This design comes from an exercise in tuning for small area on the open sky130 flow, not from production work. RTL that was checked went through simulation tests only; none was proved equivalent to the original. Only the layout flow was run in runs 1 and 2; the RTL was not checked for function there. Power and IR drop assume default switching activity.

<file path="design/flow/design.v">
module reverse (
    input  wire clk,
    input  wire rst_n,
    input  wire uart_rx,
    output wire uart_tx
);
    localparam [7:0] C_END   = 8'hff;
    localparam [7:0] C_BIT   = 8'ha0;
    localparam [7:0] C_SHORT = 8'haf;
    reg s1, s2;
    always @(posedge clk or negedge rst_n)
        if (!rst_n) begin
            s1 <= 1'b1;
            s2 <= 1'b1;
        end else begin
            s1 <= uart_rx;
            s2 <= s1;
        end
    reg [6:0] p;
    always @(posedge clk or negedge rst_n)
        if (!rst_n) p <= 7'd0;
        else        p <= p + 7'd1;
    reg       run;     
    reg [5:0] j;       
    reg [3:0] n;       
    reg [7:0] c;       
    reg       tx;
    wire       m   = j[5];
    wire [4:0] idx = j[4:0] ^ {5{m}};
    wire match = (p[6:4] == idx[3:1]) && (p[3] == idx[0]) && !p[2] &&
                 (p[1] == idx[0]) && (p[0] == idx[0]);
    wire go   = !run && match && (m || !s2);
    wire tick = run && (c == C_END);
    wire last = n[3] & n[0];   
    reg [127:0] ra, rb;
    wire we  = tick && !m && (n != 4'd0) && !last;
    wire tap = idx[4] ? rb[105] : ra[105];
    always @(posedge clk) begin
        ra <= {ra[126:0], (we && !idx[4]) ? s2 : ra[127]};
        rb <= {rb[126:0], (we &&  idx[4]) ? s2 : rb[127]};
    end
    always @(posedge clk) begin
        c <= {c[6:0], c[7] ^ c[5] ^ c[4] ^ c[3]};
        if (go) begin
            n <= 4'd0;
            c <= m ? C_BIT : C_SHORT;
        end else if (tick) begin
            n <= n + 4'd1;
            c <= C_BIT;
        end
    end
    always @(posedge clk or negedge rst_n) begin
        if (!rst_n) begin
            run <= 1'b0;
            j   <= 6'd0;
            tx  <= 1'b1;
        end else if (go) begin
            run <= 1'b1;
            if (m) tx <= 1'b0;
        end else if (tick) begin
            if (m) tx <= n[3] | tap;
            if (last) begin
                j   <= j + 6'd1;
                run <= 1'b0;
            end
        end
    end
    assign uart_tx = tx;
endmodule
</file>
<file path="design/flow/constraint.sdc">
create_clock -name core_clock -period 37.0 [get_ports {clk}]
set_input_delay 7.4000 -clock core_clock [delete_from_list [all_inputs] [get_ports {clk}]]
set_output_delay 7.4000 -clock core_clock [all_outputs]
set_load 0.01 [all_outputs]
</file>
<file path="design/flow/run.sh">
#!/bin/bash
# synth_recipe.tcl (not shown) runs the flow's synth.tcl, then flattens the netlist and writes it again
# the make line also repeats each setting of config.mk as NAME=value (left out here)
make -C /OpenROAD-flow-scripts/flow DESIGN_CONFIG=/design/flow/config.mk WORK_HOME=/design/flow/orfs CLKGATE_MAP_FILE= SYNTH_SCRIPT=/design/flow/synth_recipe.tcl finish
</file>
<file path="design/flow/config.mk">
export PLATFORM = sky130hd
export DESIGN_NAME = reverse
export DESIGN_NICKNAME = reverse
export VERILOG_FILES = /design/flow/design.v
export SDC_FILE = /design/flow/constraint.sdc
export NUM_CORES = 4
export LEC_CHECK = 0
export ABC_AREA = 0
export CAP_MARGIN = 20
export CORE_MARGIN = 2
export CORE_UTILIZATION = 75
export CTS_BUF_LIST = sky130_fd_sc_hd__clkbuf_8
export CTS_CLUSTER_DIAMETER = 50
export CTS_CLUSTER_SIZE = 20
export SLEW_MARGIN = 20
</file>
==> flow_metrics.env, run 1 <==
export IMPL_timing_critical_path_buf_inv=1
export IMPL_antenna_cells=0
export IMPL_utilization=0.833
export IMPL_final_setup_skew_ns=0.0187
export IMPL_cts_clk_slew_worst_paths_ns=0.12
export IMPL_use_met2=0.302
export IMPL_fin_crit_sh=0.243
export IMPL_detail_route_first_pass_iterations=4
export IMPL_power_density_nw_per_um2=64.0
export IMPL_final_nets=405
export IMPL_max_cap_violations=0
export IMPL_port_buffers=3
export IMPL_power_uw=443
export IMPL_max_slew_margin=0.369
export IMPL_holdBufCountCts=0
export IMPL_place_gp_congestion=0.701
export IMPL_drive_gt1_frac=0.0948
export IMPL_area_delta_synth_final_pct=7.05
export IMPL_reg2reg_from="c[5]"
export IMPL_switchingPower_uw=85.1
export IMPL_initial_core_util=0.778
export IMPL_overflow=0
export IMPL_post_cts_setup_buffers=0
export IMPL_crit_arrival_ns=1.59
export IMPL_clk_latency_ns=0.51
export IMPL_worst_slew_pin_slew_ns=0.940
export IMPL_setup_viol=0
export IMPL_syn_num_nets=383
export IMPL_synth_warnings=1
export IMPL_drv_slew=0
export IMPL_crit_chain="clkdlybuf4s50_1"
export IMPL_via_count=2511
export IMPL_cts_tree="yes"
export IMPL_switching_share=0.192
export IMPL_rows=33
export IMPL_cp_slowest_cell="dfstp_2"
export IMPL_syn_inst=376
export IMPL_status="complete, no violations"
export IMPL_finalHoldViolCount=0
export IMPL_fin_setup_tns_ns=0
export IMPL_path_class="flop to output pin"
export IMPL_required_ns=29.60
export IMPL_pwr_share_seq=0.694
export IMPL_place_ws_ns=28.56
export IMPL_cp_top_family="flip-flops"
export IMPL_ir_worst_vdd_mv=0.0616
export IMPL_cts_sinks=285
export IMPL_drc=0
export IMPL_yosysSeqAreaShare=0.897
export IMPL_hpwl_microns=4530
export IMPL_fin_ws_ns=28.01
export IMPL_use_met3=0.0311
export IMPL_setup_worst_path_start="tx"
export IMPL_drt_total_wl_microns=8380
export IMPL_max_freq_mhz=111
export IMPL_cts_resized=0
export IMPL_internal_power_uw=357
export IMPL_cpPeakStageDelay_ns=0.56
export IMPL_io_pins=4
export IMPL_via_per_inst=4.96
export IMPL_htree_levels=1
export IMPL_end_kind="output pin"
export IMPL_synth_distinct_cells=34
export IMPL_antenna_found_initial=0
export IMPL_cts_root_buf="clkbuf_8"
export IMPL_synthesis_area_sq_um=6460
export IMPL_syn_avg_cell_area_sq_um=17.2
export IMPL_clockBufferDepth=3
export IMPL_grt_pass1_vias=2713
export IMPL_wire_per_inst_microns=16.6
export IMPL_grt_setup_unrepaired="false"
export IMPL_final_antenna_net_count=0
export IMPL_min_path_type="flop to flop"
export IMPL_holdCritStartpoint="rb[21]"
export IMPL_grt_usage=0.191
export IMPL_comb_power_share=0.001
export IMPL_pwr_share_clk=0.305
export IMPL_drt_initial_drc_count=56
export IMPL_busiest_layer="met2"
export IMPL_critPathLaunchType="flop"
export IMPL_grtUsageMet1=0.265
export IMPL_dieArea_sq_um=9370
export IMPL_period_needed_ns=8.99
export IMPL_grt_max_degree=22
export IMPL_die_h_microns=96.8
export IMPL_static_leakage_power_uw=0.00281
export IMPL_cp_max_fo=3
export IMPL_cts_buffers=18
export IMPL_synth_seq_cells=285
export IMPL_dieWidth_microns=96.8
export IMPL_core_area_sq_um=8300
export IMPL_fillCellCount=351
export IMPL_grt_pass1_wl_microns=14100
==> registers in the layout, indices dropped and copies added, names as in the netlist <==
register / flops
ra: 128
rb: 128
c: 8
p: 7
j: 6
n: 4
run: 1
s1: 1
s2: 1
tx: 1
==> routing by layer <==
metal	share of wire	vias to the layer above
met5	0	-
met4	0.037	0
met3	0.030	28
met2	0.46	43
met1	0.47	1208
li1	-	1232
==> synth_stat cells (all sizes together) <==
| library cell | count | area (sq um) |
|---|---|---|
| dfxtp | 268 | 5370 |
| dfrtp | 14 | 350 |
| xnor2 | 11 | 96.3 |
| inv | 9 | 33.8 |
| nand3 | 8 | 45.0 |
| nor2 | 8 | 37.5 |
| xor2 | 8 | 70.1 |
| nand2 | 7 | 26.3 |
| ha | 4 | 50.1 |
| mux2 | 4 | 45.0 |
| or2 | 4 | 25.0 |
| and3 | 3 | 18.8 |
| dfstp | 3 | 78.8 |
| mux2i | 3 | 30.0 |
| nand4 | 3 | 25.0 |
| o32ai | 3 | 26.3 |
| a221oi | 2 | 23.8 |
| nor3 | 2 | 10.0 |
| o21ai | 2 | 13.8 |
| o31ai | 2 | 15.0 |
| and4 | 1 | 8.76 |
| buf | 1 | 5.00 |
| nor2b | 1 | 6.26 |
| nor4 | 1 | 21.3 |
| o211ai | 1 | 7.51 |
| o221ai | 1 | 8.76 |
| o22a | 1 | 8.76 |
| or3 | 1 | 7.51 |
==> layout make-up <==
| cell class | instances | area, sq um | share of cell area |
|---|---|---|---|
| clock buffers | 20 | 275 | 0.0398 |
| multi-input cells | 81 | 627 | 0.0906 |
| clock inverters | 3 | 23.8 | 0.00344 |
| flip-flops and latches | 285 | 5790 | 0.838 |
| well taps | 105 | 131 | 0.0190 |
| inverters | 9 | 33.8 | 0.00489 |
| repair buffers | 3 | 30.0 | 0.00434 |
==> power groups by stage <==
stage / clock (uW) / sequential, uW / combinational, uW
after detailed placement: 0 / 314 / 0.619
after global routing: 148 / 307 / 0.708
after CTS: 139 / 307 / 0.638
after global placement: 0 / 314 / 0.595
after floorplan: 0 / 314 / 0.0492
final: 135 / 307 / 0.617
==> through the flow <==
stage	hold WS, ns	cells	area [sq um]
2_1_floorplan	0.310	376	6460
3_3_place_gp	0.312	483	6620
3_5_place_dp	0.312	483	6620
4_1_cts	0.325	506	6920
5_1_grt	0.327	506	6920
6_report	0.322	506	6920
==> cell families after synthesis <==
group / Yosys count / share of synthesized area
DFF: 285 / 0.897
and+or+nand+nor: 39 / 0.0358
xor gates and xnor gates: 19 / 0.0258
AOI/OAI and AO/OA: 12 / 0.0161
buffers and inverters: 10 / 0.00600
muxes: 7 / 0.0116
adders and majority gates: 4 / 0.00775
==> worst paths after layout <==
path                            to  slack [ns]  cells past startpoint
max                        uart_tx       28.01                      1
min in group asynchronous     j[5]        7.32                      1
max reg2reg                   n[3]       34.90                      5
max in group asynchronous     p[0]       29.19                      1
min                         rb[22]        0.32                      0
min reg2reg                 rb[22]        0.32                      0
==> cells in the final DEF (no fill, tap or decap) <==
master	Yosys	final
o21ai_2	1	1
and4_1	1	1
nor2b_1	1	1
o22a_1	1	1
o221ai_1	1	1
mux2_2	4	4
xor2_1	8	8
and3_1	3	3
nor3_1	2	2
nand2_1	7	7
or3_2	1	1
o21ai_0	1	1
mux2i_1	3	3
nor4_4	1	1
clkdlybuf4s50_1	0	3
or2_1	1	1
nor2_4	1	1
nor2_1	7	7
clkbuf_8	0	20
o211ai_1	1	1
dfrtp_1	14	14
a221oi_1	1	1
ha_1	4	4
nand3_1	7	7
dfxtp_1	268	268
nand4_2	1	1
a221oi_2	1	1
xnor2_1	11	11
nand3_2	1	1
inv_1	9	11
or2_2	3	3
o31ai_1	2	2
o32ai_1	3	3
inv_12	0	1
nand4_1	2	2
dfstp_2	3	3
==> run 2: changes to the inputs <==
==> design/flow/config.mk (replaced) <==
export PLATFORM = sky130hd
export DESIGN_NAME = reverse
export DESIGN_NICKNAME = reverse
export VERILOG_FILES = /design/flow/design.v
export SDC_FILE = /design/flow/constraint.sdc
export NUM_CORES = 4
export LEC_CHECK = 0
export ABC_AREA = 0
export CAP_MARGIN = 20
export CORE_MARGIN = 2
export CORE_UTILIZATION = 85
export CTS_BUF_LIST = sky130_fd_sc_hd__clkbuf_16
export CTS_CLUSTER_DIAMETER = 60
export CTS_CLUSTER_SIZE = 30
export SLEW_MARGIN = 20
==> flow_metrics.env, run 2 <==
export IMPL_stop_error="Error: detail_place.tcl, 38 bad optional access"
export IMPL_yosysTopAreaCell="dfxtp_1"
export IMPL_synth_most_common_cell="dfxtp_1"
export IMPL_synth_edff_count=0
export IMPL_io_pins=4
export IMPL_synth_distinct_cells=34
export IMPL_synth_seq_cells=285
export IMPL_ys_flop_type="dfxtp_1"
export IMPL_syn_inst=376
export IMPL_status="did not finish"
export IMPL_yosysSeqAreaShare=0.897
export IMPL_syn_avg_cell_area_sq_um=17.2
export IMPL_ys_top_cells_by_count="dfxtp_1, dfrtp_1, xnor2_1, inv_1, xor2_1"
export IMPL_haltStage="detailed placement (3_5_place_dp)"
export IMPL_rows=31
export IMPL_place_gp_congestion=0.730
export IMPL_syn_num_nets=383
export IMPL_synthesis_area_sq_um=6460
export IMPL_die_h_microns=91.2
export IMPL_initial_core_util=0.886
export IMPL_yosys_top_cells_area="dfxtp_1, dfrtp_1, xnor2_1"
export IMPL_port_buffers=3
export IMPL_dieWidth_microns=91.2
export IMPL_ys_async_sr_fraction=0.0596
export IMPL_synth_warnings=1
export IMPL_netlist_area_leader_share=0.831
## run 2: kinds of logic after synthesis
| family | Yosys count | synth area share |
|---|---|---|
| flops | 285 | 0.897 |
| simple gates | 39 | 0.0358 |
| xor+xnor | 19 | 0.0258 |
| compound gates | 12 | 0.0161 |
| buf+inv | 10 | 0.00600 |
| mux | 7 | 0.0116 |
| fa+ha+maj | 4 | 0.00775 |
## run 2: worst max path at each step
stage / endpoint / depth (start not counted) / from / slack (ns)
floorplan: uart_tx / 0 / tx / 29.06
global placement: uart_tx / 1 / tx / 28.56
## run 2: metrics by stage
stage,setup WS (ns),instances
2_1_floorplan,29.06,376
3_3_place_gp,28.56,477
## run 2: power groups by stage
stage / sequential (uW) / combinational [uW] / clock, uW
3_3_place_gp: 314 / 0.587 / 0
2_1_floorplan: 314 / 0.0492 / 0
==> run 3: changes to the inputs <==
--- a/design/flow/design.v
+++ b/design/flow/design.v
@@ -8,17 +8,13 @@
     localparam [7:0] C_BIT   = 8'ha0;
     localparam [7:0] C_SHORT = 8'haf;
     reg s1, s2;
-    always @(posedge clk or negedge rst_n)
-        if (!rst_n) begin
-            s1 <= 1'b1;
-            s2 <= 1'b1;
-        end else begin
-            s1 <= uart_rx;
-            s2 <= s1;
-        end
+    always @(posedge clk) begin
+        s1 <= uart_rx;
+        s2 <= s1;
+    end
     reg [6:0] p;
     always @(posedge clk or negedge rst_n)
-        if (!rst_n) p <= 7'd0;
+        if (!rst_n) p <= 7'd1;
         else        p <= p + 7'd1;
     reg       run;     
     reg [5:0] j;       
@@ -27,8 +23,7 @@
     reg       tx;
     wire       m   = j[5];
     wire [4:0] idx = j[4:0] ^ {5{m}};
-    wire match = (p[6:4] == idx[3:1]) && (p[3] == idx[0]) && !p[2] &&
-                 (p[1] == idx[0]) && (p[0] == idx[0]);
+    wire match = (p[6:4] == idx[3:1]) && (p[3:1] == 3'd0) && (p[0] == idx[0]);
     wire go   = !run && match && (m || !s2);
     wire tick = run && (c == C_END);
     wire last = n[3] & n[0];   
==> design/flow/config.mk (replaced) <==
export PLATFORM = sky130hd
export DESIGN_NAME = reverse
export DESIGN_NICKNAME = reverse
export VERILOG_FILES = /design/flow/design.v
export SDC_FILE = /design/flow/constraint.sdc
export NUM_CORES = 4
export LEC_CHECK = 0
export ABC_AREA = 0
export CAP_MARGIN = 20
export CORE_MARGIN = 2
export CORE_UTILIZATION = 70
export CTS_BUF_LIST = sky130_fd_sc_hd__clkbuf_8
export CTS_CLUSTER_DIAMETER = 50
export CTS_CLUSTER_SIZE = 16
export SLEW_MARGIN = 20
==> flow_metrics.env, run 3 <==
export IMPL_initial_core_util=0.714
export IMPL_switching_share=0.196
export IMPL_place_gp_congestion=0.758
export IMPL_port_buffers=3
export IMPL_status="complete, no violations"
export IMPL_fin_setup_tns_ns=0
export IMPL_holdBufCountCts=0
export IMPL_drv_slew=0
export IMPL_timing_critical_path_buf_inv=1
export IMPL_fillCellCount=527
export IMPL_antenna_cells=0
export IMPL_drive_gt1_frac=0.0916
export IMPL_cts_root_buf="clkbuf_8"
export IMPL_drt_total_wl_microns=7730
export IMPL_max_slew_margin=0.546
export IMPL_power_density_nw_per_um2=64.5
export IMPL_comb_power_share=0.001
export IMPL_dieWidth_microns=100
export IMPL_ir_worst_vdd_mv=0.0716
export IMPL_drt_initial_drc_count=55
export IMPL_ys_top_cells_by_count="dfxtp_1, xnor2_1, dfrtp_1, nand2_1, inv_1"
export IMPL_synth_distinct_cells=36
export IMPL_multi_input_area_sq_um=666
export IMPL_synth_warnings=1
export IMPL_clk_latency_ns=0.52
export IMPL_core_area_sq_um=9110
export IMPL_max_cap_violations=0
export IMPL_max_freq_mhz=111
export IMPL_grt_pass1_wl_microns=13200
export IMPL_fin_cells=515
export IMPL_pwr_share_seq=0.681
export IMPL_finalHoldViolCount=0
export IMPL_mostFrequentLayoutCells="dfxtp_1, clkbuf_8, xnor2_1"
export IMPL_yosysTopAreaCell="dfxtp_1"
export IMPL_cp_slowest_cell="dfstp_2"
export IMPL_synth_seq_cells=285
export IMPL_grt_usage=0.169
export IMPL_required_ns=29.60
export IMPL_overflow=0
export IMPL_synth_most_common_cell="dfxtp_1"
export IMPL_cts_clk_slew_worst_paths_ns=0.10
export IMPL_internal_power_uw=363
export IMPL_final_nets=408
export IMPL_cp_max_fo=3
export IMPL_worst_slew_pin_slew_ns=0.678
export IMPL_cpPeakStageDelay_ns=0.55
export IMPL_crit_chain="clkdlybuf4s50_1"
export IMPL_cts_tree="yes"
export IMPL_fin_ws_ns=28.02
export IMPL_wire_per_inst_microns=15.0
export IMPL_syn_inst=377
export IMPL_cp_top_family="flip-flops"
export IMPL_min_path_type="flop to flop"
export IMPL_fin_crit_sh=0.243
export IMPL_switchingPower_uw=88.3
export IMPL_die_h_microns=100
export IMPL_via_per_inst=4.70
export IMPL_whs_ns=0.320
export IMPL_clockBufferDepth=3
export IMPL_ys_flop_type="dfxtp_1"
export IMPL_regArea_sq_um=5780
export IMPL_via_count=2421
export IMPL_cts_buffers=22
export IMPL_drc=0
export IMPL_hpwl_microns=3970
export IMPL_post_cts_setup_buffers=0
export IMPL_synth_edff_count=0
export IMPL_grt_max_degree=18
export IMPL_netlist_area_leader_share=0.831
export IMPL_grt_pass1_vias=2644
export IMPL_critPathLaunchType="flop"
export IMPL_antenna_found_initial=0
export IMPL_place_ws_ns=28.55
export IMPL_pwr_share_clk=0.318
export IMPL_crit_arrival_ns=1.58
export IMPL_final_setup_skew_ns=0.0192
export IMPL_cts_sinks=285
export IMPL_period_needed_ns=8.98
export IMPL_yosysSeqAreaShare=0.889
export IMPL_rows=35
export IMPL_path_class="flop to output pin"
export IMPL_cts_resized=0
export IMPL_end_kind="output pin"
export IMPL_static_leakage_power_uw=0.00285
export IMPL_detail_route_first_pass_iterations=4
export IMPL_final_common_cell="dfxtp_1"
export IMPL_htree_levels=1
export IMPL_place_inst=488
export IMPL_ys_async_sr_fraction=0.0526
export IMPL_synthesis_area_sq_um=6500
export IMPL_setup_viol=0
export IMPL_dieArea_sq_um=10100
export IMPL_syn_num_nets=384
export IMPL_io_pins=4
export IMPL_yosys_top_cells_area="dfxtp_1, dfrtp_1, xnor2_1"
export IMPL_area_delta_synth_final_pct=7.50
export IMPL_final_antenna_net_count=0
export IMPL_grt_setup_unrepaired="false"
export IMPL_syn_avg_cell_area_sq_um=17.2
export IMPL_reg_top3="ra (128), rb (128), c (8)"
[run 3: layout make-up]
| cell class | count | area share |
|---|---|---|
| clock buffer | 22 | 0.0433 |
| clock inverter | 5 | 0.00519 |
| inverter | 9 | 0.00483 |
| multi-input combinational | 80 | 0.0952 |
| sequential | 285 | 0.827 |
| tap | 111 | 0.0199 |
| timing repair buffer | 3 | 0.00430 |
[run 3: metrics by stage]
stage	total power, uW	instance area, sq um	utilization
floorplan	314	6500	-
finish	451	6990	0.767
global route	467	6990	0.767
CTS	455	6990	0.767
global placement	315	6650	0.730
detailed placement	315	6650	0.730
[run 3: worst paths after layout]
check	start	end	slack (ns)	cells after the start
max in group asynchronous	rst_n	p[3]	29.26	1
hold reg to reg	ra[122]	ra[123]	0.32	0
hold / removal	ra[122]	ra[123]	0.32	0
setup / recovery	tx	uart_tx	28.02	1
setup reg to reg	c[5]	ra[0]	35.12	4
min in group asynchronous	rst_n	j[5]	7.28	1
[run 3: logic make-up (layout without fill, tap and decap cells)]
family	count (synthesis)	after routing	synth area share
flops	285	285	0.889
compound gates	12	12	0.0206
fa+ha+maj	4	4	0.00770
simple gates	36	36	0.0341
mux	8	8	0.0131
xor+xnor	20	20	0.0269
buf+inv	12	39	0.00827
[run 3: layer usage]
layer | part of all wire | wire (microns) | global-route usage | up-vias
li1 | - | - | - | 1240
met1 | 0.50 | 3890 | 0.246 | 1143
met2 | 0.44 | 3420 | 0.253 | 24
met3 | 0.034 | 263 | 0.0383 | 14
met4 | 0.020 | 152 | 0.0580 | 0
met5 | 0 | 0 | 0 | -
[run 3: power groups by stage]
| stage | Combinational [uW] | Clock (uW) | Sequential, uW |
|---|---|---|---|
| after global routing | 0.584 | 159 | 307 |
| after CTS | 0.524 | 147 | 307 |
| after floorplan | 0.00218 | 0 | 314 |
| after detailed placement | 0.523 | 0 | 314 |
| final | 0.507 | 144 | 307 |
| after global placement | 0.513 | 0 | 314 |
[run 3: worst reg2reg max path, cell delays in order (launching register included)]
cell and delay (ns):
dfxtp_1 0.42, nand4_4 0.16, or3_1 0.54, nor3_1 0.28
mux2_1 0.37
==> run 4: changes to the inputs <==
==> design/flow/flow/run.sh (new file) <==
#!/bin/bash
# Standard ORFS layout, with one change: after the standard synthesis, the
# combinational logic between the registers is re-mapped by ABC with an
# area-oriented script. Every register instance is kept as the standard
# synthesis made it (same name, same cell); only the gates between them change.
set -euo pipefail
W=$(pwd)
LIB=$FLOW_HOME/platforms/$FLOW_PLATFORM/lib/sky130_fd_sc_hd__tt_025C_1v80.lib
R=$W/orfs/results/$FLOW_PLATFORM/reverse/base

bash standard.sh synth > $W/std_synth.log 2>&1

cp $R/1_2_yosys.v $W/remap_in.v
DU=$(grep -o 'cell ("sky130_fd_sc_hd__\(lpflow\|probe\)[^"]*")' $LIB | sed 's/cell ("\(.*\)")/-dont_use \1/' | tr '\n' ' ')
sed -e "s|@LIB@|$LIB|g" -e "s|@DU@|$DU|g" -e "s|@IN@|$W/remap_in.v|g" -e "s|@OUT@|$W/remap_out.v|g" \
    flow/remap.ys > $W/remap.ys
yosys -s $W/remap.ys > $W/remap.log 2>&1

# the registers must be the same instances as before
grep -E '^\s*sky130_fd_sc_hd__(df|edf|sdf|dl)\S* ' $W/remap_in.v | sort > $W/regs_in.txt
grep -E '^\s*sky130_fd_sc_hd__(df|edf|sdf|dl)\S* ' $W/remap_out.v | sort > $W/regs_out.txt
cmp $W/regs_in.txt $W/regs_out.txt

cp $W/remap_out.v $R/1_2_yosys.v
bash standard.sh > $W/std_finish.log 2>&1
==> design/flow/flow/remap.ys (new file) <==
# pass 1: cell functions from the library, the registers kept as black
# boxes; flatten the gates and re-map them with ABC
read_liberty -ignore_miss_func @LIB@
blackbox sky130_fd_sc_hd__df* sky130_fd_sc_hd__edf* sky130_fd_sc_hd__sdf* sky130_fd_sc_hd__dl*
read_verilog @IN@
hierarchy -top reverse
flatten
hierarchy -top reverse
opt -purge
abc -liberty @LIB@ @DU@ -script +strash;ifraig;dc2;dch,-f;amap;topo
opt_clean -purge
write_verilog -noattr -nohex -nodec @OUT@.pass1.v
design -reset
# pass 2: the same clean-up ORFS's synthesis ends with
read_liberty -lib @LIB@
read_verilog @OUT@.pass1.v
hierarchy -check -top reverse
splitnets
opt_clean -purge
hilomap -singleton -hicell sky130_fd_sc_hd__conb_1 HI -locell sky130_fd_sc_hd__conb_1 LO
insbuf -buf sky130_fd_sc_hd__buf_4 A X
rename -hide w:*$func$*
check -assert -mapped
tee -o @OUT@.stat stat -liberty @LIB@
write_verilog -noattr -nohex -nodec @OUT@
==> design/flow/standard.sh (new file) <==
#!/bin/bash
# synth_recipe.tcl (not shown) runs the flow's synth.tcl, then flattens the netlist and writes it again
# the make line also repeats each setting of config.mk as NAME=value (left out here)
make -C /OpenROAD-flow-scripts/flow DESIGN_CONFIG=/design/flow/config.mk WORK_HOME=/design/flow/orfs CLKGATE_MAP_FILE= SYNTH_SCRIPT=/design/flow/synth_recipe.tcl "${@:-finish}"
removed: design/flow/run.sh
==> flow_metrics.env, run 4 <==
export IMPL_place_area_sq_um=6480
export IMPL_io_pins=4
export IMPL_whs_ns=0.327
export IMPL_grt_pass1_vias=2562
export IMPL_multi_input_area_sq_um=464
export IMPL_min_path_type="flop to flop"
export IMPL_drv_slew=0
export IMPL_wire_per_inst_microns=13.7
export IMPL_worst_slew_pin_slew_ns=0.738
export IMPL_overflow=0
export IMPL_port_buffers=3
export IMPL_clk_latency_ns=0.50
export IMPL_grt_max_degree=18
export IMPL_worstSetupPathDepth=1
export IMPL_reg2reg_depth=11
export IMPL_static_leakage_power_uw=0.00270
export IMPL_dieArea_sq_um=9800
export IMPL_fin_area_sq_um=6790
export IMPL_syn_num_nets=392
export IMPL_cp_slowest_cell="dfstp_2"
export IMPL_power_uw=442
export IMPL_die_h_microns=99.0
export IMPL_detail_route_first_pass_iterations=4
export IMPL_crit_chain="clkdlybuf4s50_1"
export IMPL_clockBufferDepth=3
export IMPL_cts_clk_slew_worst_paths_ns=0.09
export IMPL_dieWidth_microns=99.0
export IMPL_drt_total_wl_microns=7190
export IMPL_grt_pass1_wl_microns=12500
export IMPL_rows=34
export IMPL_fin_crit_sh=0.243
export IMPL_cp_max_fo=3
export IMPL_finalHoldViolCount=0
export IMPL_critPathLaunchType="flop"
export IMPL_hpwl_microns=4030
export IMPL_final_setup_skew_ns=0.00975
export IMPL_drt_initial_drc_count=56
export IMPL_syn_inst=389
export IMPL_cts_buffers=21
export IMPL_final_common_cell="dfxtp_1"
export IMPL_via_per_inst=4.71
export IMPL_cp_top_family="flip-flops"
export IMPL_required_ns=29.60
export IMPL_cts_root_buf="clkbuf_8"
export IMPL_via_count=2475
export IMPL_cpPeakStageDelay_ns=0.55
export IMPL_crit_arrival_ns=1.57
export IMPL_fin_setup_tns_ns=0
export IMPL_cts_tree="yes"
export IMPL_whs_path_depth=0
export IMPL_utilization=0.778
export IMPL_final_antenna_net_count=0
export IMPL_status="complete, no violations"
export IMPL_drive_gt1_frac=0.0600
export IMPL_antenna_cells=0
export IMPL_drc=0
export IMPL_holdBufCountCts=0
export IMPL_area_delta_synth_final_pct=7.51
export IMPL_core_area_sq_um=8720
export IMPL_ir_worst_vdd_mv=0.0473
export IMPL_final_nets=418
export IMPL_max_cap_violations=0
export IMPL_reg_top3="ra (128), rb (128), c (8)"
export IMPL_cts_resized=0
export IMPL_regArea_sq_um=5780
export IMPL_syn_avg_cell_area_sq_um=16.2
export IMPL_max_slew_margin=0.504
export IMPL_path_class="flop to output pin"
export IMPL_place_gp_congestion=0.760
export IMPL_power_density_nw_per_um2=65.1
export IMPL_post_cts_setup_buffers=0
export IMPL_htree_levels=1
export IMPL_end_kind="output pin"
export IMPL_fillCellCount=512
export IMPL_mostFrequentLayoutCells="dfxtp_1, clkbuf_8, clkinv_1, nor2_1, nand2_1"
export IMPL_grt_usage=0.161
export IMPL_cts_sinks=285
export IMPL_synthesis_area_sq_um=6310
export IMPL_max_freq_mhz=111
export IMPL_period_needed_ns=8.97
export IMPL_initial_core_util=0.724
export IMPL_setup_viol=0
export IMPL_antenna_found_initial=0
export IMPL_synth_warnings=1
export IMPL_timing_critical_path_buf_inv=1
export IMPL_grt_setup_unrepaired="false"
run 4: cell type report:
type                       instances  area share
tap                              108      0.0199
sequential                       285       0.852
clock inverter                     4     0.00295
inverter                          18     0.00995
timing repair buffer               3     0.00442
multi-input combinational         86      0.0684
clock buffer                      21      0.0426
run 4: where the power goes:
| part | switching (uW) | internal (uW) | leakage, uW |
|---|---|---|---|
| logic | 0.389 | 0.222 | 0.000164 |
| registers | 0.0307 | 307 | 0.00237 |
| clock network | 82.5 | 51.9 | 0.000166 |
| total | 83.0 | 359 | 0.00270 |
run 4: path summary, 6_finish.rpt:
check,from,to,slack (ns)
worst min register to register,ra[123],ra[124],0.33
worst max register to register,run,j[5],34.68
worst min-delay path,ra[123],ra[124],0.33
worst max-delay path,tx,uart_tx,28.03
max in group asynchronous,rst_n,j[3],29.27
min in group asynchronous,rst_n,p[1],7.30
run 4: routing by layer:
layer | wire length (microns) | vias to the layer above | GRT usage
li1 | - | 1286 | -
met1 | 3780 | 1148 | 0.240
met2 | 3060 | 25 | 0.235
met3 | 193 | 16 | 0.0340
met4 | 155 | 0 | 0.0611
met5 | 0 | - | 0
run 4: stage by stage:
step,std cells,setup slack (ns)
after floorplan,389,29.06
after global placement,500,28.55
after detailed placement,500,28.55
after CTS,525,28.00
after global routing,525,27.99
final,525,28.03
==> run 5: changes to the inputs <==
--- a/design/flow/flow/run.sh
+++ b/design/flow/flow/run.sh
@@ -4,6 +4,9 @@
 # area-oriented script. Every register instance is kept as the standard
 # synthesis made it (same name, same cell); only the gates between them change.
 set -euo pipefail
+
+# clock tree: clusters of flip-flops, each driven by one buffer
+STD_ARGS=("CTS_ARGS=-sink_clustering_enable -repair_clock_nets -sink_clustering_size 20 -sink_clustering_max_diameter 50 -buf_list {sky130_fd_sc_hd__clkbuf_4 sky130_fd_sc_hd__clkbuf_8} -dont_use_dummy_load")
 W=$(pwd)
 LIB=$FLOW_HOME/platforms/$FLOW_PLATFORM/lib/sky130_fd_sc_hd__tt_025C_1v80.lib
 R=$W/orfs/results/$FLOW_PLATFORM/reverse/base
@@ -22,4 +25,4 @@
 cmp $W/regs_in.txt $W/regs_out.txt
 
 cp $W/remap_out.v $R/1_2_yosys.v
-bash standard.sh > $W/std_finish.log 2>&1
+bash standard.sh "${STD_ARGS[@]}" finish > $W/std_finish.log 2>&1
==> flow_metrics.env, run 5 <==
export IMPL_rows=34
export IMPL_r2r_end="j[5]"
export IMPL_pwr_share_clk=0.286
export IMPL_htree_levels=1
export IMPL_wire_per_inst_microns=13.4
export IMPL_die_h_microns=99.0
export IMPL_cp_top_family="flip-flops"
export IMPL_comb_power_share=0.001
export IMPL_fin_area_sq_um=6730
export IMPL_static_leakage_power_uw=0.00266
export IMPL_status="complete, no violations"
export IMPL_syn_avg_cell_area_sq_um=16.2
export IMPL_drc=0
export IMPL_grt_setup_unrepaired="false"
export IMPL_hpwl_microns=4030
export IMPL_io_pins=4
export IMPL_grt_usage=0.154
export IMPL_utilization=0.771
export IMPL_finalHoldViolCount=0
export IMPL_crit_arrival_ns=1.52
export IMPL_max_freq_mhz=112
export IMPL_critPathLaunchType="flop"
export IMPL_antenna_cells=0
export IMPL_clockBufferDepth=3
export IMPL_initial_core_util=0.724
export IMPL_cp_max_fo=3
export IMPL_final_setup_skew_ns=0.0491
export IMPL_fin_setup_tns_ns=0
export IMPL_cts_tree="yes"
export IMPL_required_ns=29.60
export IMPL_via_count=2451
export IMPL_cts_sinks=285
export IMPL_reg_top3="ra (128), rb (128), c (8)"
export IMPL_port_buffers=3
export IMPL_grt_max_degree=21
export IMPL_fin_crit_sh=0.241
export IMPL_holdPathEnd="ra[104]"
export IMPL_end_kind="output pin"
export IMPL_timing_critical_path_buf_inv=1
export IMPL_whs_path_depth=0
export IMPL_fin_ws_ns=28.08
export IMPL_detail_route_first_pass_iterations=4
export IMPL_grt_pass1_vias=2494
export IMPL_crit_chain="clkdlybuf4s50_1"
export IMPL_post_cts_setup_buffers=0
export IMPL_internal_power_uw=351
export IMPL_setup_worst_path_start="tx"
export IMPL_ir_worst_vdd_mv=0.0511
export IMPL_place_ws_ns=28.55
export IMPL_holdCritStartpoint="ra[103]"
export IMPL_min_path_type="flop to flop"
export IMPL_reg2reg_depth=11
export IMPL_place_area_sq_um=6480
export IMPL_final_nets=415
export IMPL_whs_ns=0.277
export IMPL_overflow=0
export IMPL_max_slew_margin=0.484
export IMPL_via_per_inst=4.73
export IMPL_worst_slew_pin_slew_ns=0.767
export IMPL_cts_root_buf="clkbuf_8"
export IMPL_power_density_nw_per_um2=64.0
export IMPL_synthesis_area_sq_um=6310
export IMPL_mostFrequentLayoutCells="dfxtp_1, clkinv_1, nor2_1, clkbuf_8, nand2_1"
export IMPL_core_area_sq_um=8720
export IMPL_final_antenna_net_count=0
export IMPL_cts_resized=0
export IMPL_fillCellCount=517
export IMPL_max_cap_violations=0
export IMPL_path_class="flop to output pin"
export IMPL_dieArea_sq_um=9800
export IMPL_cpPeakStageDelay_ns=0.54
export IMPL_drt_total_wl_microns=6930
export IMPL_syn_num_nets=392
export IMPL_cp_slowest_cell="dfstp_2"
export IMPL_clk_latency_ns=0.49
export IMPL_cts_clk_slew_worst_paths_ns=0.10
export IMPL_antenna_found_initial=0
export IMPL_switching_share=0.184
export IMPL_switchingPower_uw=79.2
export IMPL_drv_slew=0
export IMPL_pwr_share_seq=0.713
export IMPL_drive_gt1_frac=0.0488
export IMPL_synth_warnings=1
export IMPL_holdBufCountCts=0
export IMPL_syn_inst=389
export IMPL_area_delta_synth_final_pct=6.54
export IMPL_rrSetupSlack_ns=34.69
export IMPL_grt_pass1_wl_microns=11900
export IMPL_period_needed_ns=8.92
export IMPL_dieWidth_microns=99.0
export IMPL_place_gp_congestion=0.760
export IMPL_drt_initial_drc_count=45
export IMPL_setup_viol=0
export IMPL_final_common_cell="dfxtp_1"
export IMPL_reg2reg_from="run"
export IMPL_cts_buffers=18
run 5: per-stage QoR:
step                      total power [uW]  instances
final                                  430        518
after global routing                   446        518
after CTS                              435        518
after detailed placement               315        500
after global placement                 315        500
after floorplan                        314        389
run 5: how the worst max path moves through the flow:
stage / endpoint / cells after the start / slack (ns)
2_1_floorplan: uart_tx / 0 / 29.06
3_3_place_gp: uart_tx / 1 / 28.55
3_5_place_dp: uart_tx / 1 / 28.55
4_1_cts: uart_tx / 1 / 28.04
5_1_grt: uart_tx / 1 / 28.03
6_report: uart_tx / 1 / 28.08
run 5: layout make-up:
type                    instances  area (sq um)  area share
flip-flops and latches        285          5780       0.860
repair buffers                  3          30.0     0.00446
clock buffers                  18           248      0.0368
inverters                      18          67.6      0.0100
well taps                     108           135      0.0201
multi-input cells              86           464      0.0690
run 5: routing by layer:
layer,vias to the layer above,global-route usage,routed length (microns)
met4,0,0.0537,137
met2,29,0.216,2800
met5,-,0,0
met1,1127,0.236,3760
met3,15,0.0411,238
li1,1280,-,-
run 5: power groups by stage:
stage | combinational [uW] | sequential [uW] | clock, uW
global placement | 0.612 | 314 | 0
CTS | 0.645 | 307 | 127
global route | 0.683 | 307 | 138
floorplan | 0.0861 | 314 | 0
finish | 0.611 | 307 | 123
detailed placement | 0.639 | 314 | 0
==> run 6: changes to the inputs <==
--- a/design/flow/flow/run.sh
+++ b/design/flow/flow/run.sh
@@ -6,7 +6,7 @@
 set -euo pipefail
 
 # clock tree: clusters of flip-flops, each driven by one buffer
-STD_ARGS=("CTS_ARGS=-sink_clustering_enable -repair_clock_nets -sink_clustering_size 20 -sink_clustering_max_diameter 50 -buf_list {sky130_fd_sc_hd__clkbuf_4 sky130_fd_sc_hd__clkbuf_8} -dont_use_dummy_load")
+STD_ARGS=("CTS_ARGS=-sink_clustering_enable -repair_clock_nets -sink_clustering_size 10 -sink_clustering_max_diameter 40 -buf_list sky130_fd_sc_hd__clkbuf_4 -root_buf sky130_fd_sc_hd__clkbuf_8 -dont_use_dummy_load")
 W=$(pwd)
 LIB=$FLOW_HOME/platforms/$FLOW_PLATFORM/lib/sky130_fd_sc_hd__tt_025C_1v80.lib
 R=$W/orfs/results/$FLOW_PLATFORM/reverse/base
==> flow_metrics.env, run 6 <==
export IMPL_status="complete, no violations"
export IMPL_power_density_nw_per_um2=64.7
export IMPL_synth_warnings=1
export IMPL_drive_gt1_frac=0.0845
export IMPL_period_needed_ns=8.95
export IMPL_place_gp_congestion=0.760
export IMPL_cpPeakStageDelay_ns=0.55
export IMPL_fin_ws_ns=28.05
export IMPL_final_setup_skew_ns=0.0334
export IMPL_end_kind="output pin"
export IMPL_overflow=0
export IMPL_fin_setup_tns_ns=0
export IMPL_antenna_cells=0
export IMPL_crit_arrival_ns=1.55
export IMPL_core_area_sq_um=8720
export IMPL_final_nets=431
export IMPL_ir_worst_vdd_mv=0.0420
export IMPL_hpwl_microns=4030
export IMPL_rows=34
export IMPL_cts_buffers=34
export IMPL_worstSetupPathDepth=1
export IMPL_grt_usage=0.161
export IMPL_cts_resized=0
export IMPL_fillCellCount=537
export IMPL_static_leakage_power_uw=0.00270
export IMPL_drv_slew=0
export IMPL_required_ns=29.60
export IMPL_max_freq_mhz=112
export IMPL_multi_input_area_sq_um=464
export IMPL_htree_levels=2
export IMPL_final_common_cell="dfxtp_1"
export IMPL_syn_inst=389
export IMPL_clockBufferDepth=3
export IMPL_reg_top3="ra (128), rb (128), c (8)"
export IMPL_detail_route_first_pass_iterations=4
export IMPL_antenna_found_initial=0
export IMPL_highest_layer="met4"
export IMPL_place_ws_ns=28.55
export IMPL_via_count=2527
export IMPL_final_antenna_net_count=0
export IMPL_via_per_inst=4.73
export IMPL_cts_tree="yes"
export IMPL_path_class="flop to output pin"
export IMPL_fin_crit_sh=0.242
export IMPL_finalHoldViolCount=0
export IMPL_crit_chain="clkdlybuf4s50_1"
export IMPL_cp_slowest_cell="dfstp_2"
export IMPL_mostFrequentLayoutCells="dfxtp_1, clkbuf_4, clkinv_1, nor2_1, nand2_1"
export IMPL_max_slew_margin=0.501
export IMPL_synthesis_area_sq_um=6310
export IMPL_grt_pass1_wl_microns=12100
export IMPL_syn_num_nets=392
export IMPL_cp_top_family="flip-flops"
export IMPL_cts_root_buf="clkbuf_8"
export IMPL_dieWidth_microns=99.0
export IMPL_grt_max_degree=16
export IMPL_regArea_sq_um=5780
export IMPL_syn_avg_cell_area_sq_um=16.2
export IMPL_post_cts_setup_buffers=0
export IMPL_cts_sinks=285
export IMPL_setup_viol=0
export IMPL_min_path_type="flop to flop"
export IMPL_max_cap_violations=0
export IMPL_grt_setup_unrepaired="false"
export IMPL_holdBufCountCts=0
export IMPL_dr_wl_met2_microns=3000
export IMPL_cts_clk_slew_worst_paths_ns=0.10
export IMPL_port_buffers=3
export IMPL_wl_met1_microns=3710
export IMPL_area_delta_synth_final_pct=7.15
export IMPL_critPathLaunchType="flop"
export IMPL_wire_per_inst_microns=13.4
export IMPL_whs_path_depth=0
export IMPL_initial_core_util=0.724
export IMPL_cp_max_fo=3
export IMPL_die_h_microns=99.0
export IMPL_drt_total_wl_microns=7140
export IMPL_io_pins=4
export IMPL_grt_pass1_vias=2640
export IMPL_dieArea_sq_um=9800
export IMPL_reg2reg_depth=11
export IMPL_clk_latency_ns=0.47
export IMPL_drc=0
export IMPL_worst_slew_pin_slew_ns=0.741
export IMPL_timing_critical_path_buf_inv=1
export IMPL_route_met3_wl_microns=307
export IMPL_drt_initial_drc_count=68
[run 6: final timing paths]
kind | startpoint | end | slack [ns]
setup / recovery | tx | uart_tx | 28.05
hold / removal | ra[92] | ra[93] | 0.31
setup reg to reg | run | j[5] | 34.69
hold reg to reg | ra[92] | ra[93] | 0.31
max in group asynchronous | rst_n | p[3] | 29.20
min in group asynchronous | rst_n | run | 7.33
[run 6: area by class of cell]
type | instances | share of cell area
flip-flops and latches | 285 | 0.855
well taps | 108 | 0.0200
multi-input cells | 86 | 0.0686
repair buffers | 3 | 0.00444
clock buffers | 34 | 0.0423
inverters | 18 | 0.00999
[run 6: through the flow]
step,hold slack [ns],utilization,total power [uW],instance area [sq um],std cells
after global placement,0.312,0.743,315,6480,500
after CTS,0.305,0.776,444,6770,534
final,0.310,0.776,437,6770,534
after global routing,0.315,0.776,455,6770,534
after floorplan,0.310,-,314,6310,389
after detailed placement,0.312,0.743,315,6480,500
[run 6: routing by layer]
metal,global-route usage,vias up
met5,0,-
met4,0.0854,0
met3,0.0539,11
met2,0.224,43
met1,0.227,1148
li1,-,1325
[run 6: power by group]
part	total (uW)	internal, uW	switching [uW]
Combinational	0.614	0.222	0.392
Clock	130	48.9	81.1
Sequential	307	307	0.0314
==> run 7: changes to the inputs <==
--- a/design/flow/design.v
+++ b/design/flow/design.v
@@ -6,7 +6,7 @@
 );
     localparam [7:0] C_END   = 8'hff;
     localparam [7:0] C_BIT   = 8'ha0;
-    localparam [7:0] C_SHORT = 8'haf;
+    localparam [7:0] C_SHORT = 8'ha8;
     reg s1, s2;
     always @(posedge clk) begin
         s1 <= uart_rx;
@@ -29,7 +29,7 @@
     wire last = n[3] & n[0];   
     reg [127:0] ra, rb;
     wire we  = tick && !m && (n != 4'd0) && !last;
-    wire tap = idx[4] ? rb[105] : ra[105];
+    wire tap = idx[4] ? rb[84] : ra[84];
     always @(posedge clk) begin
         ra <= {ra[126:0], (we && !idx[4]) ? s2 : ra[127]};
         rb <= {rb[126:0], (we &&  idx[4]) ? s2 : rb[127]};
--- a/design/flow/flow/run.sh
+++ b/design/flow/flow/run.sh
@@ -1,15 +1,20 @@
 #!/bin/bash
-# Standard ORFS layout, with one change: after the standard synthesis, the
-# combinational logic between the registers is re-mapped by ABC with an
-# area-oriented script. Every register instance is kept as the standard
-# synthesis made it (same name, same cell); only the gates between them change.
+# Standard ORFS layout (standard.sh), with these changes:
+# - after the standard synthesis, the combinational logic between the
+#   registers is re-mapped by ABC with an area-oriented script (remap.ys);
+#   every register instance is kept as the standard synthesis made it (same
+#   name, same cell), only the gates between them change;
+# - clock tree: flip-flops clustered 20 to a clkbuf_8, no dummy loads;
+# - the port buffers are buf_1 cells.
+# Each tool's output goes to a log file of its own in this folder.
 set -euo pipefail
-
-# clock tree: clusters of flip-flops, each driven by one buffer
-STD_ARGS=("CTS_ARGS=-sink_clustering_enable -repair_clock_nets -sink_clustering_size 10 -sink_clustering_max_diameter 40 -buf_list sky130_fd_sc_hd__clkbuf_4 -root_buf sky130_fd_sc_hd__clkbuf_8 -dont_use_dummy_load")
 W=$(pwd)
 LIB=$FLOW_HOME/platforms/$FLOW_PLATFORM/lib/sky130_fd_sc_hd__tt_025C_1v80.lib
 R=$W/orfs/results/$FLOW_PLATFORM/reverse/base
+STD_ARGS=(
+  "CTS_ARGS=-sink_clustering_enable -repair_clock_nets -sink_clustering_size 24 -sink_clustering_max_diameter 60 -buf_list {sky130_fd_sc_hd__clkbuf_8 sky130_fd_sc_hd__clkbuf_16} -dont_use_dummy_load"
+  "BUFFER_PORTS_ARGS=-buffer_cell sky130_fd_sc_hd__buf_1"
+)
 
 bash standard.sh synth > $W/std_synth.log 2>&1
 
==> flow_metrics.env, run 7 <==
export IMPL_final_antenna_net_count=0
export IMPL_end_kind="output pin"
export IMPL_core_area_sq_um=8720
export IMPL_post_cts_setup_buffers=0
export IMPL_place_area_sq_um=6440
export IMPL_clk_latency_ns=0.50
export IMPL_drt_total_wl_microns=8140
export IMPL_drive_gt1_frac=0.0417
export IMPL_drc=0
export IMPL_mostFrequentLayoutCells="dfxtp_1, clkinv_1, nor2_1"
export IMPL_die_h_microns=98.8
export IMPL_cp_slowest_cell="dfstp_2"
export IMPL_dieArea_sq_um=9770
export IMPL_cts_tree="yes"
export IMPL_overflow=0
export IMPL_place_gp_congestion=0.735
export IMPL_power_uw=458
export IMPL_antenna_found_initial=0
export IMPL_hpwl_microns=3710
export IMPL_period_needed_ns=8.57
export IMPL_grt_pass1_vias=2535
export IMPL_status="complete, no violations"
export IMPL_grt_max_degree=25
export IMPL_final_nets=413
export IMPL_path_class="flop to output pin"
export IMPL_initial_core_util=0.722
export IMPL_syn_avg_cell_area_sq_um=16.1
export IMPL_rows=34
export IMPL_power_density_nw_per_um2=67.5
export IMPL_holdBufCountCts=0
export IMPL_min_path_type="flop to flop"
export IMPL_grt_usage=0.176
export IMPL_port_buffers=3
export IMPL_dieWidth_microns=98.8
export IMPL_synthesis_area_sq_um=6290
export IMPL_drv_slew=0
export IMPL_clockBufferDepth=3
export IMPL_critPathLaunchType="flop"
export IMPL_area_delta_synth_final_pct=7.75
export IMPL_final_common_cell="dfxtp_1"
export IMPL_timing_critical_path_buf_inv=1
export IMPL_antenna_cells=0
export IMPL_cpPeakStageDelay_ns=0.54
export IMPL_fin_crit_sh=0.232
export IMPL_setup_viol=0
export IMPL_crit_arrival_ns=1.17
export IMPL_synth_warnings=1
export IMPL_cp_top_family="flip-flops"
export IMPL_max_slew_margin=0.479
export IMPL_worstSetupPathDepth=1
export IMPL_final_setup_skew_ns=0.0194
export IMPL_cts_root_buf="clkbuf_8"
export IMPL_finalHoldViolCount=0
export IMPL_cp_max_fo=2
export IMPL_via_per_inst=4.77
export IMPL_via_count=2462
export IMPL_wire_per_inst_microns=15.8
export IMPL_cts_clk_slew_worst_paths_ns=0.09
export IMPL_max_cap_violations=0
export IMPL_io_pins=4
export IMPL_whs_path_depth=0
export IMPL_syn_inst=390
export IMPL_grt_pass1_wl_microns=13300
export IMPL_ir_worst_vdd_mv=0.0484
export IMPL_max_freq_mhz=117
export IMPL_fin_setup_tns_ns=0
export IMPL_cts_resized=0
export IMPL_fin_area_sq_um=6780
export IMPL_htree_levels=1
export IMPL_grt_setup_unrepaired="false"
export IMPL_reg_top3="ra (128), rb (128), c (8)"
export IMPL_reg2reg_depth=10
export IMPL_worst_slew_pin_slew_ns=0.782
export IMPL_drt_initial_drc_count=54
export IMPL_detail_route_first_pass_iterations=5
export IMPL_crit_chain="buf_1"
export IMPL_syn_num_nets=393
export IMPL_cts_buffers=15
export IMPL_cts_sinks=285
export IMPL_required_ns=29.60
export IMPL_static_leakage_power_uw=0.00270
run 7: worst paths after layout:
path                       slack [ns]  startpoint  endpoint
max                             28.43          tx   uart_tx
min                              0.31      ra[52]    ra[53]
max reg2reg                     34.55        j[5]      n[0]
min reg2reg                      0.31      ra[52]    ra[53]
max in group asynchronous       29.56       rst_n      j[3]
min in group asynchronous        6.96       rst_n      p[3]
run 7: cell type report:
type                            instances  area, sq um
Tap cell                              108          135
Multi-Input combinational cell         79          414
Inverter                               26         97.6
Sequential cell                       285         5780
Clock buffer                           15          342
Fill cell                             456         1940
Timing Repair Buffer                    3         11.3
run 7: routing by layer:
metal / share of wire / global-route usage
met5: 0 / 0
met4: 0.016 / 0.0411
met3: 0.034 / 0.0312
met2: 0.47 / 0.282
met1: 0.48 / 0.257
run 7: power breakdown:
group / switching (uW) / leakage [uW] / internal [uW]
combinational: 0.354 / 0.000170 / 0.0699
sequential: 0.0568 / 0.00236 / 307
clock: 85.0 / 0.000169 / 65.4
total: 85.4 / 0.00270 / 372
run 7: through the flow:
stage          hold slack, ns  utilization  setup WS (ns)  std cells
2_1_floorplan           0.310            -          29.07        390
3_3_place_gp            0.310        0.739          28.95        501
3_5_place_dp            0.312        0.739          28.95        501
4_1_cts                 0.303        0.778          28.41        516
5_1_grt                 0.317        0.778          28.38        516
6_report                0.313        0.778          28.43        516
==> run 8: changes to the inputs <==
--- a/design/flow/flow/run.sh
+++ b/design/flow/flow/run.sh
@@ -12,7 +12,7 @@
 LIB=$FLOW_HOME/platforms/$FLOW_PLATFORM/lib/sky130_fd_sc_hd__tt_025C_1v80.lib
 R=$W/orfs/results/$FLOW_PLATFORM/reverse/base
 STD_ARGS=(
-  "CTS_ARGS=-sink_clustering_enable -repair_clock_nets -sink_clustering_size 24 -sink_clustering_max_diameter 60 -buf_list {sky130_fd_sc_hd__clkbuf_8 sky130_fd_sc_hd__clkbuf_16} -dont_use_dummy_load"
+  "CTS_ARGS=-sink_clustering_enable -repair_clock_nets -sink_clustering_size 12 -sink_clustering_max_diameter 45 -buf_list {sky130_fd_sc_hd__clkbuf_4} -dont_use_dummy_load"
   "BUFFER_PORTS_ARGS=-buffer_cell sky130_fd_sc_hd__buf_1"
 )
 
==> flow_metrics.env, run 8 <==
export IMPL_fin_cells=528
export IMPL_power_density_nw_per_um2=63.2
export IMPL_dieWidth_microns=98.8
export IMPL_utilization=0.762
export IMPL_end_kind="output pin"
export IMPL_cp_max_fo=2
export IMPL_static_leakage_power_uw=0.00266
export IMPL_crit_chain="buf_1"
export IMPL_clockBufferDepth=3
export IMPL_required_ns=29.60
export IMPL_reg2reg_from="j[5]"
export IMPL_place_gp_congestion=0.735
export IMPL_place_inst=501
export IMPL_cts_tree="yes"
export IMPL_grt_pass1_wl_microns=11200
export IMPL_drive_gt1_frac=0.0690
export IMPL_htree_levels=1
export IMPL_holdBufCountCts=0
export IMPL_fin_setup_tns_ns=0
export IMPL_cp_top_family="flip-flops"
export IMPL_cts_sinks=285
export IMPL_final_antenna_net_count=0
export IMPL_drv_slew=0
export IMPL_cpPeakStageDelay_ns=0.54
export IMPL_wire_per_inst_microns=12.5
export IMPL_cts_clk_slew_worst_paths_ns=0.11
export IMPL_syn_num_nets=393
export IMPL_via_per_inst=4.67
export IMPL_syn_avg_cell_area_sq_um=16.1
export IMPL_io_pins=4
export IMPL_fin_crit_sh=0.234
export IMPL_final_setup_skew_ns=0.0289
export IMPL_setup_viol=0
export IMPL_critPathLaunchType="flop"
export IMPL_period_needed_ns=8.65
export IMPL_max_slew_margin=0.464
export IMPL_reg_top3="ra (128), rb (128), c (8)"
export IMPL_grt_setup_unrepaired="false"
export IMPL_max_cap_violations=0
export IMPL_syn_inst=390
export IMPL_synth_warnings=1
export IMPL_grt_pass1_vias=2420
export IMPL_final_nets=425
export IMPL_crit_arrival_ns=1.25
export IMPL_grt_max_degree=16
export IMPL_holdCritStartpoint="ra[52]"
export IMPL_max_freq_mhz=116
export IMPL_mostFrequentLayoutCells="dfxtp_1, clkbuf_4, clkinv_1"
export IMPL_dieArea_sq_um=9770
export IMPL_core_area_sq_um=8720
export IMPL_synthesis_area_sq_um=6290
export IMPL_worst_slew_pin_slew_ns=0.804
export IMPL_final_common_cell="dfxtp_1"
export IMPL_detail_route_first_pass_iterations=4
export IMPL_whs_ns=0.313
export IMPL_cts_resized=0
export IMPL_cts_root_buf="clkbuf_4"
export IMPL_drt_total_wl_microns=6620
export IMPL_min_path_type="flop to flop"
export IMPL_cts_buffers=27
export IMPL_post_cts_setup_buffers=0
export IMPL_drc=0
export IMPL_overflow=0
export IMPL_area_delta_synth_final_pct=5.55
export IMPL_initial_core_util=0.722
export IMPL_grt_usage=0.143
export IMPL_path_class="flop to output pin"
export IMPL_setup_worst_path_start="tx"
export IMPL_fin_area_sq_um=6640
export IMPL_cp_slowest_cell="dfstp_2"
export IMPL_place_area_sq_um=6440
export IMPL_rows=34
export IMPL_via_count=2467
export IMPL_ir_worst_vdd_mv=0.0391
export IMPL_clk_latency_ns=0.58
export IMPL_drt_initial_drc_count=29
export IMPL_status="complete, no violations"
export IMPL_die_h_microns=98.8
export IMPL_port_buffers=3
export IMPL_antenna_found_initial=0
export IMPL_finalHoldViolCount=0
export IMPL_hpwl_microns=3710
export IMPL_timing_critical_path_buf_inv=1
export IMPL_antenna_cells=0
==> run 8: worst reg2reg max path, cell delays in order (launching register included) <==
cell,delay (ns)
dfrtp_1,0.45
clkinv_1,0.18
nand2_1,0.10
a31oi_1,0.10
o2111ai_1,0.10
nor3_1,0.09
a41oi_1,0.44
clkinv_1,0.29
nor2_1,0.25
clkinv_1,0.17
a211oi_1,0.18
==> run 8: where the power goes <==
part	switching [uW]	leakage, uW	internal (uW)
Combinational	0.360	0.000170	0.0697
Clock	78.9	0.000124	33.8
Sequential	0.0546	0.00236	307
==> run 8: final cells by class <==
cell class                 count  area (sq um)
sequential                   285          5780
fill                         531          2080
multi-input combinational     79           414
clock buffer                  27           203
tap                          108           135
inverter                      26          97.6
timing repair buffer           3          11.3
==> run 8: final timing paths <==
kind,slack (ns),endpoint,cells past startpoint
worst min-delay path,0.31,ra[53],0
worst min register to register,0.31,ra[53],0
max in group asynchronous,29.61,run,1
min in group asynchronous,6.89,p[3],1
worst max register to register,34.58,c[0],10
worst max-delay path,28.35,uart_tx,1
==> run 8: per-layer routing <==
| metal | wire length, microns | GRT usage |
|---|---|---|
| met2 | 2680 | 0.194 |
| met4 | 108 | 0.0569 |
| met1 | 3610 | 0.224 |
| met5 | 0 | 0 |
| met3 | 221 | 0.0340 |
==> run 8: per-stage QoR <==
stage                     power, uW  setup WS (ns)
after detailed placement        314          28.95
after floorplan                 314          29.07
after global routing            436          28.28
after global placement          314          28.95
after CTS                       425          28.31
final                           420          28.35
==> run 9: changes to the inputs <==
--- a/design/flow/flow/run.sh
+++ b/design/flow/flow/run.sh
@@ -12,7 +12,7 @@
 LIB=$FLOW_HOME/platforms/$FLOW_PLATFORM/lib/sky130_fd_sc_hd__tt_025C_1v80.lib
 R=$W/orfs/results/$FLOW_PLATFORM/reverse/base
 STD_ARGS=(
-  "CTS_ARGS=-sink_clustering_enable -repair_clock_nets -sink_clustering_size 12 -sink_clustering_max_diameter 45 -buf_list {sky130_fd_sc_hd__clkbuf_4} -dont_use_dummy_load"
+  "CTS_ARGS=-sink_clustering_enable -repair_clock_nets -sink_clustering_size 20 -sink_clustering_max_diameter 50 -buf_list {sky130_fd_sc_hd__clkbuf_4 sky130_fd_sc_hd__clkbuf_8} -dont_use_dummy_load"
   "BUFFER_PORTS_ARGS=-buffer_cell sky130_fd_sc_hd__buf_1"
 )
 
==> flow_metrics.env, run 9 <==
export IMPL_drive_gt1_frac=0.0487
export IMPL_drv_slew=0
export IMPL_htree_levels=1
export IMPL_hpwl_microns=3710
export IMPL_timing_critical_path_buf_inv=1
export IMPL_cp_slowest_cell="dfstp_2"
export IMPL_syn_inst=390
export IMPL_final_nets=416
export IMPL_pwr_share_seq=0.711
export IMPL_holdBufCountCts=0
export IMPL_cts_tree="yes"
export IMPL_drt_total_wl_microns=7040
export IMPL_fin_cells=519
export IMPL_via_per_inst=4.70
export IMPL_power_density_nw_per_um2=64.6
export IMPL_detail_route_first_pass_iterations=4
export IMPL_syn_num_nets=393
export IMPL_place_ws_ns=28.95
export IMPL_cpPeakStageDelay_ns=0.53
export IMPL_rrSetupSlack_ns=34.58
export IMPL_worstSetupPathDepth=1
export IMPL_fin_ws_ns=28.51
export IMPL_status="complete, no violations"
export IMPL_switchingPower_uw=80.6
export IMPL_grt_pass1_vias=2405
export IMPL_reg2reg_from="j[5]"
export IMPL_dieWidth_microns=98.8
export IMPL_synth_warnings=1
export IMPL_crit_end="uart_tx"
export IMPL_die_h_microns=98.8
export IMPL_required_ns=29.60
export IMPL_comb_power_share=0.001
export IMPL_path_class="flop to output pin"
export IMPL_final_common_cell="dfxtp_1"
export IMPL_synthesis_area_sq_um=6290
export IMPL_setup_worst_path_start="tx"
export IMPL_dieArea_sq_um=9770
export IMPL_area_delta_synth_final_pct=6.26
export IMPL_cts_buffers=18
export IMPL_antenna_found_initial=0
export IMPL_port_buffers=3
export IMPL_grt_usage=0.152
export IMPL_cts_sinks=285
export IMPL_max_freq_mhz=118
export IMPL_final_antenna_net_count=0
export IMPL_mostFrequentLayoutCells="dfxtp_1, clkinv_1, nor2_1"
export IMPL_clk_latency_ns=0.50
export IMPL_rows=34
export IMPL_cts_resized=0
export IMPL_overflow=0
export IMPL_cp_top_family="flip-flops"
export IMPL_crit_chain="buf_1"
export IMPL_grt_pass1_wl_microns=11800
export IMPL_ir_worst_vdd_mv=0.0492
export IMPL_max_cap_violations=0
export IMPL_max_slew_margin=0.469
export IMPL_antenna_cells=0
export IMPL_grt_max_degree=21
export IMPL_min_path_type="flop to flop"
export IMPL_syn_avg_cell_area_sq_um=16.1
export IMPL_whs_ns=0.301
export IMPL_setup_viol=0
export IMPL_wire_per_inst_microns=13.6
export IMPL_cts_root_buf="clkbuf_8"
export IMPL_io_pins=4
export IMPL_critPathLaunchType="flop"
export IMPL_post_cts_setup_buffers=0
export IMPL_pwr_share_clk=0.288
export IMPL_final_setup_skew_ns=0.0739
export IMPL_static_leakage_power_uw=0.00266
export IMPL_fin_area_sq_um=6690
export IMPL_reg2reg_depth=10
export IMPL_via_count=2439
export IMPL_place_area_sq_um=6440
export IMPL_core_area_sq_um=8720
export IMPL_r2r_end="n[0]"
export IMPL_finalHoldViolCount=0
export IMPL_reg_top3="ra (128), rb (128), c (8)"
export IMPL_fin_crit_sh=0.230
export IMPL_period_needed_ns=8.49
export IMPL_drt_initial_drc_count=42
export IMPL_switching_share=0.187
export IMPL_fin_setup_tns_ns=0
export IMPL_drc=0
export IMPL_clockBufferDepth=3
export IMPL_cts_clk_slew_worst_paths_ns=0.11
export IMPL_place_inst=501
export IMPL_end_kind="output pin"
export IMPL_grt_setup_unrepaired="false"
export IMPL_internal_power_uw=351
export IMPL_initial_core_util=0.722
export IMPL_crit_arrival_ns=1.09
export IMPL_cp_max_fo=2
export IMPL_place_gp_congestion=0.735
export IMPL_worst_slew_pin_slew_ns=0.796
-- run 9: cell count changes in the layout (fill, tap and decap cells not counted) --
cell and change:
clkbuf_4 -27, clkbuf_8 +18
-- run 9: metrics by stage --
step / power, uW / utilization
floorplan: 314 / -
global placement: 314 / 0.739
detailed placement: 314 / 0.739
CTS: 437 / 0.767
global route: 446 / 0.767
finish: 432 / 0.767
-- run 9: worst min-delay path by stage --
stage / start / cells past startpoint / endpoint / slack (ns)
after floorplan: ra[99] / 0 / ra[100] / 0.31
after global placement: ra[62] / 0 / ra[63] / 0.31
after detailed placement: ra[35] / 0 / ra[36] / 0.31
after CTS: ra[112] / 0 / ra[113] / 0.29
after global routing: ra[112] / 0 / ra[113] / 0.30
final: ra[112] / 0 / ra[113] / 0.30
-- run 9: routing by layer --
layer,share of wire,vias to the layer above,global-route usage
met5,0,-,0
met4,0.031,0,0.0537
met3,0.025,18,0.0319
met2,0.41,21,0.219
met1,0.53,1135,0.233
li1,-,1265,-
-- run 9: final cells by class --
class | instances | area, sq um
Clock buffer | 18 | 248
Tap cell | 108 | 135
Inverter | 26 | 97.6
Multi-Input combinational cell | 79 | 414
Sequential cell | 285 | 5780
Timing Repair Buffer | 3 | 11.3
Fill cell | 506 | 2030
-- run 9: power by group through the flow --
stage / clock network [uW] / registers [uW] / logic, uW
after floorplan: 0 / 314 / 0.0572
after global placement: 0 / 314 / 0.422
final: 124 / 307 / 0.428
after CTS: 129 / 307 / 0.443
after detailed placement: 0 / 314 / 0.442
after global routing: 139 / 307 / 0.513

-- port drivers added, routing unchanged --
The flow's constraints put no driver on any port. The routed layouts listed below were extracted and timed again, unchanged, in two steps.
Step 1 sets driving cells, clkbuf_16 on the clock port and buf_2 on the other inputs (assumed; they add their load-dependent delay and slew).
Step 2, shift: input delay + t, output delay - t, t = (earliest + latest rising clock arrival at the registers) / 2. This alone moves slack from input paths to output paths.
Slacks: ideal / step 1 / step 2; pairs: ideal / step 1.
run | t (ns) | setup slack, ns | latest minus earliest clock arrival (ns) | worst data-port slew with drivers (ns)
run 1 | 0.528 | 28.011 / 27.981 / 28.509 | 0.025 / 0.026 | 0.05
run 3 | 0.540 | 28.019 / 27.985 / 28.525 | 0.021 / 0.021 | 0.03
run 4 | 0.522 | 28.027 / 27.995 / 28.517 | 0.011 / 0.011 | 0.03
run 5 | 0.504 | 28.079 / 28.046 / 28.549 | 0.052 / 0.053 | 0.03
run 6 | 0.494 | 28.054 / 28.017 / 28.511 | 0.049 / 0.049 | 0.03
run 7 | 0.518 | 28.430 / 28.399 / 28.917 | 0.023 / 0.022 | 0.03
run 8 | 0.595 | 28.353 / 28.323 / 28.918 | 0.037 / 0.038 | 0.03
run 9 | 0.494 | 28.506 / 28.474 / 28.967 | 0.077 / 0.077 | 0.03
After both steps every run listed still meets setup and hold.
